What follows belongs to an exercise in optimizing a design on an open flow for small area and a short achievable clock period; a production flow would make more cautious choices.
Only simulation tests tie the RTL to the original design; equivalence was not proved.

<file path="flow/config.mk">
export PLATFORM = sky130hd
export DESIGN_NAME = demapper
export DESIGN_NICKNAME = demapper
export VERILOG_FILES = /design/flow/design.v
export SDC_FILE = /design/flow/constraint.sdc
export NUM_CORES = 4
export LEC_CHECK = 0
export CAP_MARGIN = 20
export CORE_MARGIN = 2
export CORE_UTILIZATION = 40
export CTS_BUF_LIST = sky130_fd_sc_hd__clkbuf_8
export CTS_CLUSTER_DIAMETER = 60
export CTS_CLUSTER_SIZE = 18
export SLEW_MARGIN = 20
</file>
<file path="flow/constraint.sdc">
create_clock -name core_clock -period 85.0 [get_ports {clk}]
set_input_delay 17.0000 -clock core_clock [delete_from_list [all_inputs] [get_ports {clk}]]
set_output_delay 17.0000 -clock core_clock [all_outputs]
set_load 0.01 [all_outputs]
</file>
<file path="flow/design.v">
`timescale 1ns / 1ps
module cadd #(parameter W = 24) (
  input [W-1:0] a,
  input [W-1:0] b,
  input m,
  input ci,
  output [W-1:0] s,
  output co
);
  wire [W:0] c;
  wire [W-1:0] bb = b ^ {W{m}};
  assign c[0] = ci;
  genvar k;
  generate for (k = 0; k < W; k = k + 1) begin : g
    assign s[k] = a[k] ^ bb[k] ^ c[k];
    assign c[k+1] = (a[k] & bb[k]) | (c[k] & (a[k] ^ bb[k]));
  end endgenerate
  assign co = c[W];
endmodule
`timescale 1ns / 1ps
module demapper #(
  parameter MAX_BITS = 5
)(
  input clk,
  input rst,                    
  input enable,                 
  input [15:0] x_real,
  input [15:0] x_imag,
  input [3:0]  coding_rate,
  output reg [MAX_BITS-1:0] bits,
  output reg valid_out
);
  reg [15:0] xr_q, xi_q;
  reg [3:0] cr_q;
  always @(posedge clk) begin
    xr_q <= x_real;
    xi_q <= x_imag;
    cr_q <= coding_rate;
  end
  reg [7:0] vp;
  always @(posedge clk) begin
    if (rst) begin
      vp <= 8'd0;
      valid_out <= 1'b0;
    end else begin
      vp <= {vp[6:0], enable};
      valid_out <= vp[7];
    end
  end
  wire [15:0] ax, ay;
  cadd #(.W(16)) u_ax (.a(16'd0), .b(xr_q), .m(xr_q[15]), .ci(xr_q[15]), .s(ax), .co());
  cadd #(.W(16)) u_ay (.a(16'd0), .b(xi_q), .m(xi_q[15]), .ci(xi_q[15]), .s(ay), .co());
  wire big = (|ax[15:8]) | (|ay[15:8]);
  wire xgt = ax[7:0] > ay[7:0];
  wire [7:0] mx = xgt ? ax[7:0] : ay[7:0];
  wire [7:0] mn = xgt ? ay[7:0] : ax[7:0];
  wire [9:0] mag = mx + (mn >> 2) + (mn >> 3) + (mn >> 4) - (mn >> 6) - (mn >> 7);
  reg [9:0] t1, t2;
  always @(*) begin
    case (cr_q)
      4'd3: begin t1 = 10'd57; t2 = 10'd175; end
      4'd4: begin t1 = 10'd59; t2 = 10'd176; end
      4'd5: begin t1 = 10'd62; t2 = 10'd178; end
      4'd6: begin t1 = 10'd63; t2 = 10'd179; end
      default: begin t1 = 10'd54; t2 = 10'd173; end
    endcase
  end
  wire ri_0 = ~big & (mag < t1);           
  wire rm_0 = ~big & ~ri_0 & (mag < t2);   
  wire qx_0 = xr_q[15];
  wire [23:0] x_0 = {ax, 8'd0};
  wire [23:0] y_0 = {xi_q, 8'd0};
  wire s_0 = y_0[23];
  wire [15:0] y1_0; wire y1_0_co;
  wire m0 = ~(s_0 ^ qx_0);
  cadd #(.W(16)) u_y1_0 (.a(y_0[23:8]), .b(xr_q[15:0]), .m(m0), .ci(m0), .s(y1_0), .co(y1_0_co));
  wire [15:0] x1_0; wire x1_0_co;
  cadd #(.W(16)) u_x1_0 (.a(x_0[23:8]), .b({y_0[23:8]}), .m(s_0), .ci(s_0), .s(x1_0), .co(x1_0_co));
  wire [23:0] y_1 = {y1_0, 8'd0};
  wire [23:0] x_1 = {x1_0, 8'd0};
  wire s_1 = y_1[23];
  wire [16:0] y2_0; wire y2_0_co;
  cadd #(.W(17)) u_y2_0 (.a(y_1[23:7]), .b({x_1[23], x_1[23:8]}), .m(~s_1), .ci(~s_1), .s(y2_0), .co(y2_0_co));
  wire [16:0] x2_0; wire x2_0_co;
  cadd #(.W(17)) u_x2_0 (.a(x_1[23:7]), .b({y_1[23], y_1[23:8]}), .m(s_1), .ci(s_1), .s(x2_0), .co(x2_0_co));
  wire [23:0] y_2 = {y2_0, 7'd0};
  wire [23:0] x_2 = {x2_0, 7'd0};
  wire s_2 = y_2[23];
  wire [13:0] y3_0; wire y3_0_co;
  cadd #(.W(14)) u_y3_0 (.a(y_2[18:5]), .b({x_2[20:7]}), .m(~s_2), .ci(~s_2), .s(y3_0), .co(y3_0_co));
  wire [13:0] x3_0; wire x3_0_co;
  cadd #(.W(14)) u_x3_0 (.a(x_2[18:5]), .b({y_2[20:7]}), .m(s_2), .ci(s_2), .s(x3_0), .co(x3_0_co));
  reg [13:0] yl_c2;
  always @(posedge clk) yl_c2 <= y3_0[13:0];
  reg [13:0] xl_c2;
  always @(posedge clk) xl_c2 <= x3_0[13:0];
  reg [0:0] cy_c2;
  always @(posedge clk) cy_c2 <= y3_0_co;
  reg [0:0] cx_c2;
  always @(posedge clk) cx_c2 <= x3_0_co;
  reg [4:0] yh_c2;
  always @(posedge clk) yh_c2 <= y_2[23:19];
  reg [4:0] xh_c2;
  always @(posedge clk) xh_c2 <= x_2[23:19];
  wire [23:0] xi_c2 = {xh_c2, 19'd0};
  wire [23:0] yi_c2 = {yh_c2, 19'd0};
  reg [0:0] s_c2;
  always @(posedge clk) s_c2 <= s_2;
  reg qx_c2;
  always @(posedge clk) qx_c2 <= qx_0;
  reg ri_c2;
  always @(posedge clk) ri_c2 <= ri_0;
  reg rm_c2;
  always @(posedge clk) rm_c2 <= rm_0;
  reg [2:0] d_c2;
  always @(posedge clk) d_c2 <= {~s_2, ~s_1, ~s_0};
  wire [4:0] y3_1; wire y3_1_co;
  cadd #(.W(5)) u_y3_1 (.a(yi_c2[23:19]), .b({{2{xi_c2[23]}}, xi_c2[23:21]}), .m(~s_c2[0]), .ci(cy_c2[0]), .s(y3_1), .co(y3_1_co));
  wire [4:0] x3_1; wire x3_1_co;
  cadd #(.W(5)) u_x3_1 (.a(xi_c2[23:19]), .b({{2{yi_c2[23]}}, yi_c2[23:21]}), .m(s_c2[0]), .ci(cx_c2[0]), .s(x3_1), .co(x3_1_co));
  wire [23:0] y_3 = {y3_1, yl_c2, 5'd0};
  wire [23:0] x_3 = {x3_1, xl_c2, 5'd0};
  wire s_3 = y_3[23];
  wire [21:0] y4_0; wire y4_0_co;
  cadd #(.W(22)) u_y4_0 (.a(y_3[23:2]), .b({{3{x_3[23]}}, x_3[23:5]}), .m(~s_3), .ci(~s_3), .s(y4_0), .co(y4_0_co));
  wire [21:0] x4_0; wire x4_0_co;
  cadd #(.W(22)) u_x4_0 (.a(x_3[23:2]), .b({{3{y_3[23]}}, y_3[23:5]}), .m(s_3), .ci(s_3), .s(x4_0), .co(x4_0_co));
  wire [23:0] y_4 = {y4_0, 2'd0};
  wire [23:0] x_4 = {x4_0, 2'd0};
  wire s_4 = y_4[23];
  wire [13:0] y5_0; wire y5_0_co;
  cadd #(.W(14)) u_y5_0 (.a(y_4[13:0]), .b({x_4[17:4]}), .m(~s_4), .ci(~s_4), .s(y5_0), .co(y5_0_co));
  wire [13:0] x5_0; wire x5_0_co;
  cadd #(.W(14)) u_x5_0 (.a(x_4[13:0]), .b({y_4[17:4]}), .m(s_4), .ci(s_4), .s(x5_0), .co(x5_0_co));
  reg [13:0] yl_c4;
  always @(posedge clk) yl_c4 <= y5_0[13:0];
  reg [13:0] xl_c4;
  always @(posedge clk) xl_c4 <= x5_0[13:0];
  reg [0:0] cy_c4;
  always @(posedge clk) cy_c4 <= y5_0_co;
  reg [0:0] cx_c4;
  always @(posedge clk) cx_c4 <= x5_0_co;
  reg [9:0] yh_c4;
  always @(posedge clk) yh_c4 <= y_4[23:14];
  reg [9:0] xh_c4;
  always @(posedge clk) xh_c4 <= x_4[23:14];
  wire [23:0] xi_c4 = {xh_c4, 14'd0};
  wire [23:0] yi_c4 = {yh_c4, 14'd0};
  reg [0:0] s_c4;
  always @(posedge clk) s_c4 <= s_4;
  reg qx_c4;
  always @(posedge clk) qx_c4 <= qx_c2;
  reg ri_c4;
  always @(posedge clk) ri_c4 <= ri_c2;
  reg rm_c4;
  always @(posedge clk) rm_c4 <= rm_c2;
  reg [4:0] d_c4;
  always @(posedge clk) d_c4 <= {~s_4, ~s_3, ~s_c2[0], d_c2[1], d_c2[0]};
  wire [9:0] y5_1; wire y5_1_co;
  cadd #(.W(10)) u_y5_1 (.a(yi_c4[23:14]), .b({{4{xi_c4[23]}}, xi_c4[23:18]}), .m(~s_c4[0]), .ci(cy_c4[0]), .s(y5_1), .co(y5_1_co));
  wire [9:0] x5_1; wire x5_1_co;
  cadd #(.W(10)) u_x5_1 (.a(xi_c4[23:14]), .b({{4{yi_c4[23]}}, yi_c4[23:18]}), .m(s_c4[0]), .ci(cx_c4[0]), .s(x5_1), .co(x5_1_co));
  wire [23:0] y_5 = {y5_1, yl_c4};
  wire [23:0] x_5 = {x5_1, xl_c4};
  wire s_5 = y_5[23];
  wire [23:0] y6_0; wire y6_0_co;
  cadd #(.W(24)) u_y6_0 (.a(y_5[23:0]), .b({{5{x_5[23]}}, x_5[23:5]}), .m(~s_5), .ci(~s_5), .s(y6_0), .co(y6_0_co));
  wire [23:0] x6_0; wire x6_0_co;
  cadd #(.W(24)) u_x6_0 (.a(x_5[23:0]), .b({{5{y_5[23]}}, y_5[23:5]}), .m(s_5), .ci(s_5), .s(x6_0), .co(x6_0_co));
  wire [23:0] y_6 = {y6_0};
  wire [23:0] x_6 = {x6_0};
  wire s_6 = y_6[23];
  wire [4:0] y7_0; wire y7_0_co;
  cadd #(.W(5)) u_y7_0 (.a(y_6[4:0]), .b({x_6[10:6]}), .m(~s_6), .ci(~s_6), .s(y7_0), .co(y7_0_co));
  wire [4:0] x7_0; wire x7_0_co;
  cadd #(.W(5)) u_x7_0 (.a(x_6[4:0]), .b({y_6[10:6]}), .m(s_6), .ci(s_6), .s(x7_0), .co(x7_0_co));
  reg [4:0] yl_c6;
  always @(posedge clk) yl_c6 <= y7_0[4:0];
  reg [4:0] xl_c6;
  always @(posedge clk) xl_c6 <= x7_0[4:0];
  reg [0:0] cy_c6;
  always @(posedge clk) cy_c6 <= y7_0_co;
  reg [0:0] cx_c6;
  always @(posedge clk) cx_c6 <= x7_0_co;
  reg [18:0] yh_c6;
  always @(posedge clk) yh_c6 <= y_6[23:5];
  reg [18:0] xh_c6;
  always @(posedge clk) xh_c6 <= x_6[23:5];
  wire [23:0] xi_c6 = {xh_c6, 5'd0};
  wire [23:0] yi_c6 = {yh_c6, 5'd0};
  reg [0:0] s_c6;
  always @(posedge clk) s_c6 <= s_6;
  reg qx_c6;
  always @(posedge clk) qx_c6 <= qx_c4;
  reg ri_c6;
  always @(posedge clk) ri_c6 <= ri_c4;
  reg rm_c6;
  always @(posedge clk) rm_c6 <= rm_c4;
  reg [6:0] d_c6;
  always @(posedge clk) d_c6 <= {~s_6, ~s_5, ~s_c4[0], d_c4[3], d_c4[2], d_c4[1], d_c4[0]};
  wire [18:0] y7_1; wire y7_1_co;
  cadd #(.W(19)) u_y7_1 (.a(yi_c6[23:5]), .b({{6{xi_c6[23]}}, xi_c6[23:11]}), .m(~s_c6[0]), .ci(cy_c6[0]), .s(y7_1), .co(y7_1_co));
  wire [18:0] x7_1; wire x7_1_co;
  cadd #(.W(19)) u_x7_1 (.a(xi_c6[23:5]), .b({{6{yi_c6[23]}}, yi_c6[23:11]}), .m(s_c6[0]), .ci(cx_c6[0]), .s(x7_1), .co(x7_1_co));
  wire [23:0] y_7 = {y7_1, yl_c6};
  wire [23:0] x_7 = {x7_1, xl_c6};
  wire s_7 = y_7[23];
  wire [23:0] y8_0; wire y8_0_co;
  cadd #(.W(24)) u_y8_0 (.a(y_7[23:0]), .b({{7{x_7[23]}}, x_7[23:7]}), .m(~s_7), .ci(~s_7), .s(y8_0), .co(y8_0_co));
  wire [23:0] x8_0; wire x8_0_co;
  cadd #(.W(24)) u_x8_0 (.a(x_7[23:0]), .b({{7{y_7[23]}}, y_7[23:7]}), .m(s_7), .ci(s_7), .s(x8_0), .co(x8_0_co));
  wire [23:0] y_8 = {y8_0};
  wire [23:0] x_8 = {x8_0};
  wire s_8 = y_8[23];
  wire [0:0] y9_0; wire y9_0_co;
  cadd #(.W(1)) u_y9_0 (.a(y_8[0:0]), .b({x_8[8:8]}), .m(~s_8), .ci(~s_8), .s(y9_0), .co(y9_0_co));
  wire [0:0] x9_0; wire x9_0_co;
  cadd #(.W(1)) u_x9_0 (.a(x_8[0:0]), .b({y_8[8:8]}), .m(s_8), .ci(s_8), .s(x9_0), .co(x9_0_co));
  reg [0:0] yl_c8;
  always @(posedge clk) yl_c8 <= y9_0[0:0];
  reg [0:0] xl_c8;
  always @(posedge clk) xl_c8 <= x9_0[0:0];
  reg [0:0] cy_c8;
  always @(posedge clk) cy_c8 <= y9_0_co;
  reg [0:0] cx_c8;
  always @(posedge clk) cx_c8 <= x9_0_co;
  reg [22:0] yh_c8;
  always @(posedge clk) yh_c8 <= y_8[23:1];
  reg [22:0] xh_c8;
  always @(posedge clk) xh_c8 <= x_8[23:1];
  wire [23:0] xi_c8 = {xh_c8, 1'd0};
  wire [23:0] yi_c8 = {yh_c8, 1'd0};
  reg [0:0] s_c8;
  always @(posedge clk) s_c8 <= s_8;
  reg qx_c8;
  always @(posedge clk) qx_c8 <= qx_c6;
  reg ri_c8;
  always @(posedge clk) ri_c8 <= ri_c6;
  reg rm_c8;
  always @(posedge clk) rm_c8 <= rm_c6;
  reg [8:0] d_c8;
  always @(posedge clk) d_c8 <= {~s_8, ~s_7, ~s_c6[0], d_c6[5], d_c6[4], d_c6[3], d_c6[2], d_c6[1], d_c6[0]};
  wire [22:0] y9_1; wire y9_1_co;
  cadd #(.W(23)) u_y9_1 (.a(yi_c8[23:1]), .b({{8{xi_c8[23]}}, xi_c8[23:9]}), .m(~s_c8[0]), .ci(cy_c8[0]), .s(y9_1), .co(y9_1_co));
  wire [22:0] x9_1; wire x9_1_co;
  cadd #(.W(23)) u_x9_1 (.a(xi_c8[23:1]), .b({{8{yi_c8[23]}}, yi_c8[23:9]}), .m(s_c8[0]), .ci(cx_c8[0]), .s(x9_1), .co(x9_1_co));
  wire [23:0] y_9 = {y9_1, yl_c8};
  wire [23:0] x_9 = {x9_1, xl_c8};
  wire s_9 = y_9[23];
  wire [19:0] y10_0; wire y10_0_co;
  cadd #(.W(20)) u_y10_0 (.a(y_9[19:0]), .b({{5{x_9[23]}}, x_9[23:9]}), .m(~s_9), .ci(~s_9), .s(y10_0), .co(y10_0_co));
  wire [19:0] x10_0; wire x10_0_co;
  cadd #(.W(20)) u_x10_0 (.a(x_9[19:0]), .b({{5{y_9[23]}}, y_9[23:9]}), .m(s_9), .ci(s_9), .s(x10_0), .co(x10_0_co));
  reg [19:0] yl_c9;
  always @(posedge clk) yl_c9 <= y10_0[19:0];
  reg [19:0] xl_c9;
  always @(posedge clk) xl_c9 <= x10_0[19:0];
  reg [0:0] cy_c9;
  always @(posedge clk) cy_c9 <= y10_0_co;
  reg [0:0] cx_c9;
  always @(posedge clk) cx_c9 <= x10_0_co;
  reg [3:0] yh_c9;
  always @(posedge clk) yh_c9 <= y_9[23:20];
  reg [3:0] xh_c9;
  always @(posedge clk) xh_c9 <= x_9[23:20];
  wire [23:0] xi_c9 = {xh_c9, 20'd0};
  wire [23:0] yi_c9 = {yh_c9, 20'd0};
  reg [0:0] s_c9;
  always @(posedge clk) s_c9 <= s_9;
  reg qx_c9;
  always @(posedge clk) qx_c9 <= qx_c8;
  reg ri_c9;
  always @(posedge clk) ri_c9 <= ri_c8;
  reg rm_c9;
  always @(posedge clk) rm_c9 <= rm_c8;
  reg [9:0] d_c9;
  always @(posedge clk) d_c9 <= {~s_9, ~s_c8[0], d_c8[7], d_c8[6], d_c8[5], d_c8[4], d_c8[3], d_c8[2], d_c8[1], d_c8[0]};
  wire [3:0] y10_1; wire y10_1_co;
  cadd #(.W(4)) u_y10_1 (.a(yi_c9[23:20]), .b({{4{xi_c9[23]}}}), .m(~s_c9[0]), .ci(cy_c9[0]), .s(y10_1), .co(y10_1_co));
  wire [3:0] x10_1; wire x10_1_co;
  cadd #(.W(4)) u_x10_1 (.a(xi_c9[23:20]), .b({{4{yi_c9[23]}}}), .m(s_c9[0]), .ci(cx_c9[0]), .s(x10_1), .co(x10_1_co));
  wire [23:0] y_10 = {y10_1, yl_c9};
  wire [23:0] x_10 = {x10_1, xl_c9};
  wire s_10 = y_10[23];
  wire [23:0] y11_0; wire y11_0_co;
  cadd #(.W(24)) u_y11_0 (.a(y_10[23:0]), .b({{10{x_10[23]}}, x_10[23:10]}), .m(~s_10), .ci(~s_10), .s(y11_0), .co(y11_0_co));
  wire [23:0] x11_0; wire x11_0_co;
  cadd #(.W(24)) u_x11_0 (.a(x_10[23:0]), .b({{10{y_10[23]}}, y_10[23:10]}), .m(s_10), .ci(s_10), .s(x11_0), .co(x11_0_co));
  wire [23:0] y_11 = {y11_0};
  wire [23:0] x_11 = {x11_0};
  wire s_11 = y_11[23];
  wire [9:0] y12_0; wire y12_0_co;
  cadd #(.W(10)) u_y12_0 (.a(y_11[9:0]), .b({x_11[20:11]}), .m(~s_11), .ci(~s_11), .s(y12_0), .co(y12_0_co));
  wire [9:0] x12_0; wire x12_0_co;
  cadd #(.W(10)) u_x12_0 (.a(x_11[9:0]), .b({y_11[20:11]}), .m(s_11), .ci(s_11), .s(x12_0), .co(x12_0_co));
  reg [9:0] yl_c11;
  always @(posedge clk) yl_c11 <= y12_0[9:0];
  reg [9:0] xl_c11;
  always @(posedge clk) xl_c11 <= x12_0[9:0];
  reg [0:0] cy_c11;
  always @(posedge clk) cy_c11 <= y12_0_co;
  reg [0:0] cx_c11;
  always @(posedge clk) cx_c11 <= x12_0_co;
  reg [13:0] yh_c11;
  always @(posedge clk) yh_c11 <= y_11[23:10];
  reg [13:0] xh_c11;
  always @(posedge clk) xh_c11 <= x_11[23:10];
  wire [23:0] xi_c11 = {xh_c11, 10'd0};
  wire [23:0] yi_c11 = {yh_c11, 10'd0};
  reg [0:0] s_c11;
  always @(posedge clk) s_c11 <= s_11;
  reg qx_c11;
  always @(posedge clk) qx_c11 <= qx_c9;
  reg ri_c11;
  always @(posedge clk) ri_c11 <= ri_c9;
  reg rm_c11;
  always @(posedge clk) rm_c11 <= rm_c9;
  reg [11:0] d_c11;
  always @(posedge clk) d_c11 <= {~s_11, ~s_10, ~s_c9[0], d_c9[8], d_c9[7], d_c9[6], d_c9[5], d_c9[4], d_c9[3], d_c9[2], d_c9[1], d_c9[0]};
  wire [13:0] y12_1; wire y12_1_co;
  cadd #(.W(14)) u_y12_1 (.a(yi_c11[23:10]), .b({{11{xi_c11[23]}}, xi_c11[23:21]}), .m(~s_c11[0]), .ci(cy_c11[0]), .s(y12_1), .co(y12_1_co));
  wire [13:0] x12_1; wire x12_1_co;
  cadd #(.W(14)) u_x12_1 (.a(xi_c11[23:10]), .b({{11{yi_c11[23]}}, yi_c11[23:21]}), .m(s_c11[0]), .ci(cx_c11[0]), .s(x12_1), .co(x12_1_co));
  wire [23:0] y_12 = {y12_1, yl_c11};
  wire [23:0] x_12 = {x12_1, xl_c11};
  wire s_12 = y_12[23];
  wire [23:0] y13_0; wire y13_0_co;
  cadd #(.W(24)) u_y13_0 (.a(y_12[23:0]), .b({{12{x_12[23]}}, x_12[23:12]}), .m(~s_12), .ci(~s_12), .s(y13_0), .co(y13_0_co));
  wire [23:0] x13_0; wire x13_0_co;
  cadd #(.W(24)) u_x13_0 (.a(x_12[23:0]), .b({{12{y_12[23]}}, y_12[23:12]}), .m(s_12), .ci(s_12), .s(x13_0), .co(x13_0_co));
  wire [23:0] y_13 = {y13_0};
  wire [23:0] x_13 = {x13_0};
  wire s_13 = y_13[23];
  wire [6:0] y14_0; wire y14_0_co;
  cadd #(.W(7)) u_y14_0 (.a(y_13[6:0]), .b({x_13[19:13]}), .m(~s_13), .ci(~s_13), .s(y14_0), .co(y14_0_co));
  wire [6:0] x14_0; wire x14_0_co;
  cadd #(.W(7)) u_x14_0 (.a(x_13[6:0]), .b({y_13[19:13]}), .m(s_13), .ci(s_13), .s(x14_0), .co(x14_0_co));
  reg [6:0] yl_c13;
  always @(posedge clk) yl_c13 <= y14_0[6:0];
  reg [0:0] cy_c13;
  always @(posedge clk) cy_c13 <= y14_0_co;
  reg [0:0] cx_c13;
  always @(posedge clk) cx_c13 <= x14_0_co;
  reg [16:0] yh_c13;
  always @(posedge clk) yh_c13 <= y_13[23:7];
  reg [16:0] xh_c13;
  always @(posedge clk) xh_c13 <= x_13[23:7];
  wire [23:0] xi_c13 = {xh_c13, 7'd0};
  wire [23:0] yi_c13 = {yh_c13, 7'd0};
  reg [0:0] s_c13;
  always @(posedge clk) s_c13 <= s_13;
  reg qx_c13;
  always @(posedge clk) qx_c13 <= qx_c11;
  reg ri_c13;
  always @(posedge clk) ri_c13 <= ri_c11;
  reg rm_c13;
  always @(posedge clk) rm_c13 <= rm_c11;
  reg [13:0] d_c13;
  always @(posedge clk) d_c13 <= {~s_13, ~s_12, ~s_c11[0], d_c11[10], d_c11[9], d_c11[8], d_c11[7], d_c11[6], d_c11[5], d_c11[4], d_c11[3], d_c11[2], d_c11[1], d_c11[0]};
  wire [16:0] y14_1; wire y14_1_co;
  cadd #(.W(17)) u_y14_1 (.a(yi_c13[23:7]), .b({{13{xi_c13[23]}}, xi_c13[23:20]}), .m(~s_c13[0]), .ci(cy_c13[0]), .s(y14_1), .co(y14_1_co));
  wire [16:0] x14_1; wire x14_1_co;
  cadd #(.W(17)) u_x14_1 (.a(xi_c13[23:7]), .b({{13{yi_c13[23]}}, yi_c13[23:20]}), .m(s_c13[0]), .ci(cx_c13[0]), .s(x14_1), .co(x14_1_co));
  wire [23:0] y_14 = {y14_1, yl_c13};
  wire [23:0] x_14 = {x14_1, 7'd0};
  wire s_14 = y_14[23];
  wire [23:0] y15_0; wire y15_0_co;
  cadd #(.W(24)) u_y15_0 (.a(y_14[23:0]), .b({{14{x_14[23]}}, x_14[23:14]}), .m(~s_14), .ci(~s_14), .s(y15_0), .co(y15_0_co));
  wire [23:0] y_15 = {y15_0};
  wire s_15 = y_15[23];
  wire [15:0] dv = {~s_15, ~s_14, ~s_c13[0], d_c13[12], d_c13[11], d_c13[10], d_c13[9], d_c13[8], d_c13[7], d_c13[6], d_c13[5], d_c13[4], d_c13[3], d_c13[2], d_c13[1], d_c13[0]};
  reg [19:0] rom;
  always @(*) begin
    case (dv[5:0])
      6'd0: rom = 20'hE41B9;
      6'd1: rom = 20'hFD3D9;
      6'd2: rom = 20'hF2F1D;
      6'd3: rom = 20'h0C13D;
      6'd4: rom = 20'hEBF27;
      6'd5: rom = 20'h05147;
      6'd6: rom = 20'hFAC8B;
      6'd7: rom = 20'h13EAB;
      6'd8: rom = 20'hE8165;
      6'd9: rom = 20'h01385;
      6'd10: rom = 20'hF6EC9;
      6'd11: rom = 20'h100E9;
      6'd12: rom = 20'hEFED3;
      6'd13: rom = 20'h090F3;
      6'd14: rom = 20'hFEC37;
      6'd15: rom = 20'h17E57;
      6'd16: rom = 20'hE61AF;
      6'd17: rom = 20'hFF3CF;
      6'd18: rom = 20'hF4F13;
      6'd19: rom = 20'h0E133;
      6'd20: rom = 20'hEDF1D;
      6'd21: rom = 20'h0713D;
      6'd22: rom = 20'hFCC81;
      6'd23: rom = 20'h15EA1;
      6'd24: rom = 20'hEA15B;
      6'd25: rom = 20'h0337B;
      6'd26: rom = 20'hF8EBF;
      6'd27: rom = 20'h120DF;
      6'd28: rom = 20'hF1EC9;
      6'd29: rom = 20'h0B0E9;
      6'd30: rom = 20'h00C2D;
      6'd31: rom = 20'h19E4D;
      6'd32: rom = 20'hE51B7;
      6'd33: rom = 20'hFE3D7;
      6'd34: rom = 20'hF3F1B;
      6'd35: rom = 20'h0D13B;
      6'd36: rom = 20'hECF25;
      6'd37: rom = 20'h06145;
      6'd38: rom = 20'hFBC89;
      6'd39: rom = 20'h14EA9;
      6'd40: rom = 20'hE9163;
      6'd41: rom = 20'h02383;
      6'd42: rom = 20'hF7EC7;
      6'd43: rom = 20'h110E7;
      6'd44: rom = 20'hF0ED1;
      6'd45: rom = 20'h0A0F1;
      6'd46: rom = 20'hFFC35;
      6'd47: rom = 20'h18E55;
      6'd48: rom = 20'hE71AD;
      6'd49: rom = 20'h003CD;
      6'd50: rom = 20'hF5F11;
      6'd51: rom = 20'h0F131;
      6'd52: rom = 20'hEEF1B;
      6'd53: rom = 20'h0813B;
      6'd54: rom = 20'hFDC7F;
      6'd55: rom = 20'h16E9F;
      6'd56: rom = 20'hEB159;
      6'd57: rom = 20'h04379;
      6'd58: rom = 20'hF9EBD;
      6'd59: rom = 20'h130DD;
      6'd60: rom = 20'hF2EC7;
      6'd61: rom = 20'h0C0E7;
      6'd62: rom = 20'h01C2B;
      6'd63: rom = 20'h1AE4B;
    endcase
  end
  wire [17:0] ang_h;
  cadd #(.W(18)) u_ang (.a(rom[19:2]), .b({8'd0, dv[6], dv[7], dv[8], dv[9], dv[10], dv[11], dv[12], dv[13], dv[14], dv[15]}),
                        .m(1'b0), .ci(1'b0), .s(ang_h), .co());
  wire [19:0] ang = {ang_h, rom[1:0]};
  localparam [19:0] PI = 20'h3243F;
  wire qn = qx_c13;
  wire [19:0] qk = qn ? PI : (dv[0] ? 20'd0 : PI + PI);
  wire [19:0] angq;
  cadd #(.W(20)) u_q (.a(qk), .b(ang), .m(qn), .ci(qn), .s(angq), .co());
  wire [11:0] a12 = angq[19:8];
  reg [4:0] lab;
  always @(*) begin
    if (ri_c13) begin
      if (a12 < 12'd402) lab = 5'b10001;
      else if (a12 < 12'd804) lab = 5'b10101;
      else if (a12 < 12'd1206) lab = 5'b10111;
      else lab = 5'b10011;
    end else if (rm_c13) begin
      if (a12 < 12'd134) lab = 5'b10000;
      else if (a12 < 12'd268) lab = 5'b00000;
      else if (a12 < 12'd402) lab = 5'b00001;
      else if (a12 < 12'd536) lab = 5'b00101;
      else if (a12 < 12'd670) lab = 5'b00100;
      else if (a12 < 12'd804) lab = 5'b10100;
      else if (a12 < 12'd938) lab = 5'b10110;
      else if (a12 < 12'd1072) lab = 5'b00110;
      else if (a12 < 12'd1206) lab = 5'b00111;
      else if (a12 < 12'd1340) lab = 5'b00011;
      else if (a12 < 12'd1474) lab = 5'b00010;
      else if (a12 < 12'd1608) lab = 5'b10010;
      else lab = 5'b10000;
    end else begin
      if (a12 < 12'd50) lab = 5'b11000;
      else if (a12 < 12'd151) lab = 5'b01000;
      else if (a12 < 12'd251) lab = 5'b11001;
      else if (a12 < 12'd352) lab = 5'b01001;
      else if (a12 < 12'd452) lab = 5'b01101;
      else if (a12 < 12'd553) lab = 5'b11101;
      else if (a12 < 12'd653) lab = 5'b01100;
      else if (a12 < 12'd754) lab = 5'b11100;
      else if (a12 < 12'd854) lab = 5'b11110;
      else if (a12 < 12'd955) lab = 5'b01110;
      else if (a12 < 12'd1055) lab = 5'b11111;
      else if (a12 < 12'd1156) lab = 5'b01111;
      else if (a12 < 12'd1256) lab = 5'b01011;
      else if (a12 < 12'd1357) lab = 5'b11011;
      else if (a12 < 12'd1457) lab = 5'b01010;
      else if (a12 < 12'd1558) lab = 5'b11010;
      else if (a12 < 12'd1658) lab = 5'b11000;
      else lab = 5'b01000;
    end
  end
  always @(posedge clk) bits <= lab;
endmodule
</file>
<file path="flow/flow/run.sh">
#!/bin/bash
set -uo pipefail
ARGS="BUFFER_PORTS_ARGS=-buffer_cell sky130_fd_sc_hd__buf_2"
R=orfs/results/${FLOW_PLATFORM:-sky130hd}/demapper/base
bash standard.sh "$ARGS" synth > standard_synth.log 2>&1 || exit 1
cp $R/1_2_yosys.v netlist_standard.v
if python3 flow/fapol.py netlist_standard.v netlist_fapol.v > fapol.log 2>&1; then
  # rename the instances of the new netlist so that only nets are paired by name
  sed -E 's/^(  sky130_fd_sc_hd__\w+ )(\\?)([^ ]+)( +\()/\1\2p\3\4/' netlist_fapol.v > netlist_fapol_check.v
  LIB=$FLOW_HOME/platforms/sky130hd/lib/sky130_fd_sc_hd__tt_025C_1v80.lib
  YOSYS=$(command -v yosys || echo $FLOW_HOME/../tools/install/yosys/bin/yosys)
  cat > equiv.ys <<EOT
read_liberty -ignore_miss_func $LIB
read_verilog netlist_standard.v
rename $FLOW_TOP gold
read_verilog netlist_fapol_check.v
rename $FLOW_TOP gate
flatten
opt_clean
equiv_make gold gate eq
hierarchy -top eq
equiv_simple -seq 1
equiv_induct
equiv_status -assert
EOT
  if timeout 900 $YOSYS -s equiv.ys > equiv.log 2>&1; then
    echo "fapol netlist proven equivalent; using it" >> fapol.log
    cp netlist_fapol.v $R/1_2_yosys.v
    touch $R/1_2_yosys.v
  else
    echo "fapol netlist not proven; keeping the standard netlist" >> fapol.log
  fi
fi
bash standard.sh "$ARGS" finish > standard_finish.log 2>&1 || exit 1
</file>
<file path="flow/flow/fapol.py">
#!/usr/bin/env python3
"""Remove inverters around full adders in a gate-level netlist.

A full adder is self-dual: FA(~a, ~b, ~c) = (~cout, ~sum). Yosys's extract_fa often
builds adders whose inputs or outputs pass through inverters. This pass flips the
polarity of an adder whenever that removes more inverters than it adds, then removes
double inversions and inverters that drive nothing. Only combinational cells change;
flip-flops and ports are untouched.

usage: fapol.py IN.v OUT.v
"""
import re, sys, collections

INV = 'sky130_fd_sc_hd__inv_1'
FA_IN = ('A', 'B', 'CIN')
FA_OUT = ('COUT', 'SUM')
OUTPINS = {'X', 'Y', 'Q', 'Q_N', 'COUT', 'SUM', 'HI', 'LO'}

src = open(sys.argv[1]).read()
m = re.search(r'^module\s+(\w+)\s*\((.*?)\);', src, re.S | re.M)
head_end = None
# split the module into the declaration part and the instance part
inst_re = re.compile(r'^\s*(sky130_fd_sc_hd__\w+)\s+(\S+)\s*\((.*?)\);\s*$', re.S | re.M)
insts = []
first = None
for mm in inst_re.finditer(src):
    if first is None: first = mm.start()
    pins = {}
    for p, n in re.findall(r'\.(\w+)\(([^()]*)\)', mm.group(3)):
        pins[p] = n.strip()
    insts.append([mm.group(1), mm.group(2), pins])
last = list(inst_re.finditer(src))[-1].end()
pre = src[:first]
post = src[last:]
if re.search(r'^\s*assign\s', src[first:last], re.M):
    sys.exit('assign statements among the cells: not handled')

ports = set()
for d in re.findall(r'^\s*(?:input|output)\s+(?:\[[^\]]*\]\s*)?(.*?);', pre, re.M):
    for n in d.split(','):
        ports.add(n.strip())
def is_port(net):
    base = net.split('[')[0].strip()
    return base in ports or net in ports

alive = [True] * len(insts)
def build():
    drv = {}; loads = collections.defaultdict(list)
    for k, (t, nm, pins) in enumerate(insts):
        if not alive[k]: continue
        for p, n in pins.items():
            if p in OUTPINS: drv[n] = (k, p)
            else: loads[n].append((k, p))
    return drv, loads

newid = [0]
def newnet():
    newid[0] += 1
    return '_fapol_n%d_' % newid[0]
def newinv(a):
    newid[0] += 1
    y = '_fapol_n%d_' % newid[0]
    insts.append([INV, '_fapol_i%d_' % newid[0], {'A': a, 'Y': y}])
    alive.append(True)
    return y

def is_inv(k):
    return insts[k][0].startswith('sky130_fd_sc_hd__inv_') or insts[k][0].startswith('sky130_fd_sc_hd__clkinv_')

def flip_cost(k, drv, loads):
    t, nm, pins = insts[k]
    cost = 0
    seen = set()
    for p in FA_IN:
        n = pins[p]
        if n in seen: continue
        seen.add(n)
        d = drv.get(n)
        if d and is_inv(d[0]):
            # the inverter goes away if this adder is its only user
            if all(l[0] == k for l in loads[n]) and not is_port(n): cost -= 1
        else:
            if not any(is_inv(l[0]) for l in loads[n]): cost += 1
    for p in FA_OUT:
        o = pins[p]
        ls = loads.get(o, [])
        invl = [l for l in ls if is_inv(l[0])]
        other = [l for l in ls if not is_inv(l[0])]
        cost -= len(invl)
        if other or is_port(o): cost += 1
    return cost

def do_flip(k, drv, loads):
    t, nm, pins = insts[k]
    for p in FA_IN:
        n = pins[p]
        d = drv.get(n)
        if d and is_inv(d[0]):
            pins[p] = insts[d[0]][2]['A']
        else:
            il = [l for l in loads[n] if is_inv(l[0])]
            if il: pins[p] = insts[il[0][0]][2]['Y']
            else: pins[p] = newinv(n)
    for p in FA_OUT:
        o = pins[p]
        ls = loads.get(o, [])
        no = newnet()
        pins[p] = no
        for (j, q) in ls:
            if is_inv(j):
                # loads of that inverter now take the new output directly
                y = insts[j][2]['Y']
                alive[j] = False
                insts[j][2]['Y'] = y
                rename(y, no)
        others = [l for l in ls if not is_inv(l[0])]
        if others or is_port(o):
            # keep net o with its true value: o = ~no
            insts.append([INV, '_fapol_i%d_' % (newid[0] + 1), {'A': no, 'Y': o}])
            newid[0] += 1
            alive.append(True)

def rename(old, new):
    # every load of net old is moved to net new; old is not a port here
    if is_port(old):
        # keep the port net: drive it with a buffer-free inverter pair is wasteful;
        # instead rename the new net to the port (nets are names only)
        raise RuntimeError('port net rename')
    for k, (t, nm, pins) in enumerate(insts):
        if not alive[k]: continue
        for p, n in pins.items():
            if n == old and p not in OUTPINS: pins[p] = new

def cleanup():
    changed = True
    while changed:
        changed = False
        drv, loads = build()
        for k, (t, nm, pins) in enumerate(insts):
            if not alive[k] or not is_inv(k): continue
            y = pins['Y']
            if not loads.get(y) and not is_port(y):
                alive[k] = False; changed = True; continue
            d = drv.get(pins['A'])
            if d and is_inv(d[0]) and not is_port(y):
                # double inversion: loads of y take the first inverter's input
                a0 = insts[d[0]][2]['A']
                for (j, q) in loads[y]: insts[j][2][q] = a0
                alive[k] = False; changed = True
        if changed: continue

XOR = {'sky130_fd_sc_hd__xor2_1': ('sky130_fd_sc_hd__xnor2_1', 'X', 'Y'),
       'sky130_fd_sc_hd__xnor2_1': ('sky130_fd_sc_hd__xor2_1', 'Y', 'X')}
def swap_xor(j):
    t, nm, pins = insts[j]
    nt, op, np_ = XOR[t]
    pins[np_] = pins.pop(op)
    insts[j][0] = nt

def absorb():
    # fold inverters into xor2/xnor2 gates: xnor(a,b) = ~xor(a,b) = xor(~a,b)
    n = 0
    drv, loads = build()
    for k in range(len(insts)):
        if not alive[k] or not is_inv(k): continue
        a = insts[k][2]['A']; y = insts[k][2]['Y']
        if is_port(y) or is_port(a): continue
        d = drv.get(a)
        if d and insts[d[0]][0] in XOR and len(loads[a]) == 1:
            j = d[0]
            swap_xor(j)
            outp = 'X' if insts[j][0].endswith('xor2_1') else 'Y'
            insts[j][2][outp] = y
            alive[k] = False
            n += 1
            drv, loads = build()
            continue
        ls = loads.get(y, [])
        if ls and all(insts[j][0] in XOR for (j, q) in ls) and len(set(j for j, q in ls)) == len(ls):
            for (j, q) in ls:
                insts[j][2][q] = a
                swap_xor(j)
            alive[k] = False
            n += 1
            drv, loads = build()
    return n

before = sum(1 for k in range(len(insts)) if alive[k] and is_inv(k))
for rnd in range(6):
    nflip = 0
    drv, loads = build()
    fas = [k for k in range(len(insts)) if alive[k] and insts[k][0].startswith('sky130_fd_sc_hd__fa_')]
    for k in fas:
        c = flip_cost(k, drv, loads)
        if c < 0:
            try:
                do_flip(k, drv, loads)
            except RuntimeError:
                continue
            nflip += 1
            cleanup()
            drv, loads = build()
    na = absorb()
    cleanup()
    if nflip == 0 and na == 0: break
cleanup()
after = sum(1 for k in range(len(insts)) if alive[k] and is_inv(k))
sys.stderr.write('fapol: inverters %d -> %d\n' % (before, after))

# declare new nets
newnets = set()
for k, (t, nm, pins) in enumerate(insts):
    if not alive[k]: continue
    for n in pins.values():
        if n.startswith('_fapol_n'): newnets.add(n)
decl = ''.join('  wire %s;\n' % n for n in sorted(newnets))
body = []
for k, (t, nm, pins) in enumerate(insts):
    if not alive[k]: continue
    body.append('  %s %s (\n%s\n  );\n' % (t, nm, ',\n'.join('    .%s(%s)' % (p, n + ' ' if n.startswith('\\') else n) for p, n in pins.items())))
open(sys.argv[2], 'w').write(pre + decl + ''.join(body) + post)
</file>
<file path="flow/standard.sh">
#!/bin/bash
# synth_recipe.tcl (not shown) runs the flow's synth.tcl, then flattens the netlist and writes it again
# the make line also repeats each setting of config.mk as NAME=value (left out here)
make -C /OpenROAD-flow-scripts/flow DESIGN_CONFIG=/design/flow/config.mk WORK_HOME=/design/flow/orfs CLKGATE_MAP_FILE= SYNTH_SCRIPT=/design/flow/synth_recipe.tcl "${@:-finish}"
</file>
==> results.toml <==
[routing]
drc = 0
dr_total_vias = 16262
drt_iter0_markers = 686
postRouteAntennaNets = 0
dr.pass1.iters = 5
viasPerCell = 4.409
wl_mm = 54.45
detail_route.wl_per_cell_um = 14.76

[place]
io_buffer_count = 44
gp_congestion = 0.8683
dp_hpwl_mm = 47.11
numPlacedInstances = 3617

[setup_path]
cp-start-kind = "flop"
crit_slowest_cell = "fa_1"
cp_max_fo = 30
slowest_delay_ns = 0.44
crit_type = "flop to flop"
r2r-start = "s_c8"
cp-end-kind = "flop"
crit_top_cell = "fa_1"
crit_buf_inv = 9
crit_family = "adder cells"
crit_required_ns = 85.58
arrival_ns = 18.77
crit_start = "s_c8"

[yosys]
ys_ff_latch = 468
async_flop_share = 0
syn_inst = 2586
netlist.area_leader.share = 0.3213
post_synth_main_area_contributors = "fa_1 (32%), dfxtp_1 (31%), ha_1 (8.9%)"
synth_ff_type = "dfxtp_1"
synth_nets = 3336
yosysSeqAreaShare = 0.3057
synth_area_sq_mm = 0.03065
syn_area_per_cell_sq_um = 11.85
synth.distinct_cells = 63
synth_edf_count = 0
yosysWarningCount = 1
yosys.area.top_type = "fa_1"

[job]
drv_cap = 0

[die]
die_x_um = 280.8
num_io_pins = 45
die_h_um = 280.8
core_sq_mm = 0.07595
start_util = 0.4036
dieArea_sq_mm = 0.07886
rows = 101

[cts]
root_buffer = "clkbuf_8"
clock_sinks = 468
cts_hold_buf = 0
cts-resized-gates = 0
clk_latency_ns = 0.64
clk_pin_slew_worst_paths_ns = 0.11
cts_tree = "yes"
cts_buffers = 42
clk_path_buf_depth = 3
h-tree-depth = 2
postCtsSetupBuffers = 0

[final_layout]
n_antenna_cell = 0
multi_input_area_sq_mm = 0.01957
fillers = 7038
regArea_sq_mm = 0.009369
final_cells = 3688
area.growth.synth_to_final_pct = 8.397
fin_nets = 3381
drive_gt1_frac = 0.06283

[min_path]
hp-class = "flop to flop"
hold_start = "d_c6[4]"

[global_route]
grt-ovfl-total = 0
first_global_vias = 18393
grt_antenna_before_repair = 1
grt_pass1_wl_mm = 92.65
grt_max_degree = 40
grt_util_all_layers = 0.1454

[timing]
slew_headroom = 0.3822
slew_viol_final = 0
grt_setup_unrepaired = "no"
min_period_over_period = 0.2141
fin_crit_ns = 18.20
fin_skew_ns = 0.04128
worst_pin_slew_ns = 0.9235
setup_viol = 0
fin_tns_setup_ns = 0
fmax_mhz = 54.96
hold_viol = 0

[status]
status = "timing/DRC/antenna clean"
==> worst register-to-register path, delay by kind of cell, from the launching register on <==
kind	cells	cell delay, ns
XOR/XNOR	3	0.67
adder cells (fa/ha/maj)	41	15.88
flip-flops	1	0.33
buffers and inverters	9	1.28
==> logic make-up (layout without fill, tap and decap cells) <==
kind of cell,after synthesis,count (layout),synth area share
fa+ha+maj,711,711,0.4107
buf+inv,495,567,0.06115
compound gates,187,187,0.03894
simple gates,193,193,0.02972
xor+xnor,514,514,0.1476
mux,18,18,0.006205
flops,468,468,0.3057
==> metrics by stage <==
stage	cell area [sq um]	hold WS, ns	utilization	worst slack [ns]
final	33230	0.3207	0.4375	66.80
after global routing	33230	0.3253	0.4375	66.08
after CTS	33200	0.3223	0.4372	66.74
after detailed placement	32210	0.3121	0.4241	66.79
after global placement	32210	0.3102	0.4241	67.05
after floorplan	30650	0.3096	-	67.21
==> metal layers <==
layer | up-vias | track usage | share of wire
met5 | - | 0 | 0
met4 | 0 | 0.03908 | 0.023
met3 | 85 | 0.01995 | 0.027
met2 | 170 | 0.2555 | 0.50
met1 | 8019 | 0.1877 | 0.45
li1 | 7988 | - | -
==> final timing paths <==
| kind | to | slack (ns) | cells past startpoint |
|---|---|---|---|
| worst max register to register | yl_c9[19] | 66.80 | 53 |
| worst min register to register | d_c8[4] | 0.32 | 0 |
| worst max-delay path | yl_c9[19] | 66.80 | 53 |
| worst min-delay path | d_c8[4] | 0.32 | 0 |
==> area by class of cell <==
type / count / area share
Multi-Input combinational cell: 1623 / 0.5889
Timing Repair Buffer: 68 / 0.01205
Inverter: 428 / 0.04835
Sequential cell: 468 / 0.2820
Clock buffer: 44 / 0.01823
Tap cell: 1030 / 0.03879
Clock inverter: 27 / 0.01175
==> state kept, by name, summed over array words and instances (netlist names), 16 cells and up <==
name and count:
rom 16, yh_c13 16, xh_c6 19, yh_c8 22
xi_q 16, yl_c9 20, xr_q 16, xh_c8 23
xh_c13 17, xl_c9 20, yh_c6 18
==> cells in the final DEF, fill, tap and decap left out, types with 11 or more instances in the layout <==
| cell type | synthesis | final |
|---|---|---|
| ha_1 | 219 | 219 |
| o21ai_0 | 40 | 40 |
| nor2_1 | 62 | 62 |
| xnor2_1 | 310 | 303 |
| dfxtp_1 | 468 | 468 |
| nor3_1 | 15 | 15 |
| clkbuf_8 | 0 | 44 |
| nand2_1 | 53 | 53 |
| inv_1 | 425 | 427 |
| nor2b_1 | 15 | 15 |
| a31oi_1 | 11 | 11 |
| buf_2 | 1 | 44 |
| buf_4 | 0 | 24 |
| fa_1 | 492 | 491 |
| xor2_1 | 202 | 196 |
| a21oi_1 | 54 | 54 |
| a21o_1 | 17 | 17 |
==> synthesized netlist by cell type, types with 7 or more instances <==
cell type	count
clkbuf_1	41
dfxtp_1	468
nor2_1	62
mux2i_1	10
nand3_1	9
nor3_1	15
mux2_2	8
o21a_1	7
nor2b_1	15
a211oi_1	7
inv_1	425
ha_1	219
a21o_1	17
nand2_1	53
xor2_1	202
xnor2_1	310
buf_1	23
a21oi_1	54
a31oi_1	11
fa_1	492
nand2b_1	7
o21ai_0	40

port drivers added, routing unchanged:
How much do the figures lean on ideal ports? The routed layout below was timed once more, with nothing changed but the port constraints.
Step 1 assumes that a clkbuf_16 drives the clock port and a buf_2 every other input.
Step 2 also shifts input and output timing later by t, the mid clock arrival at the registers, as if the neighbouring blocks saw the same clock.
Slacks: ideal / step 1 / step 2; pairs: ideal / step 1.
t, ns: 0.680
slack for setup (ns): 66.804 / 66.804 / 66.804
hold WS [ns]: 0.321 / 0.321 / 0.321
After both steps setup and hold are still met in this run. The setup slack of this run moves by 0.000 ns with the drivers and by 0.000 ns with both steps.
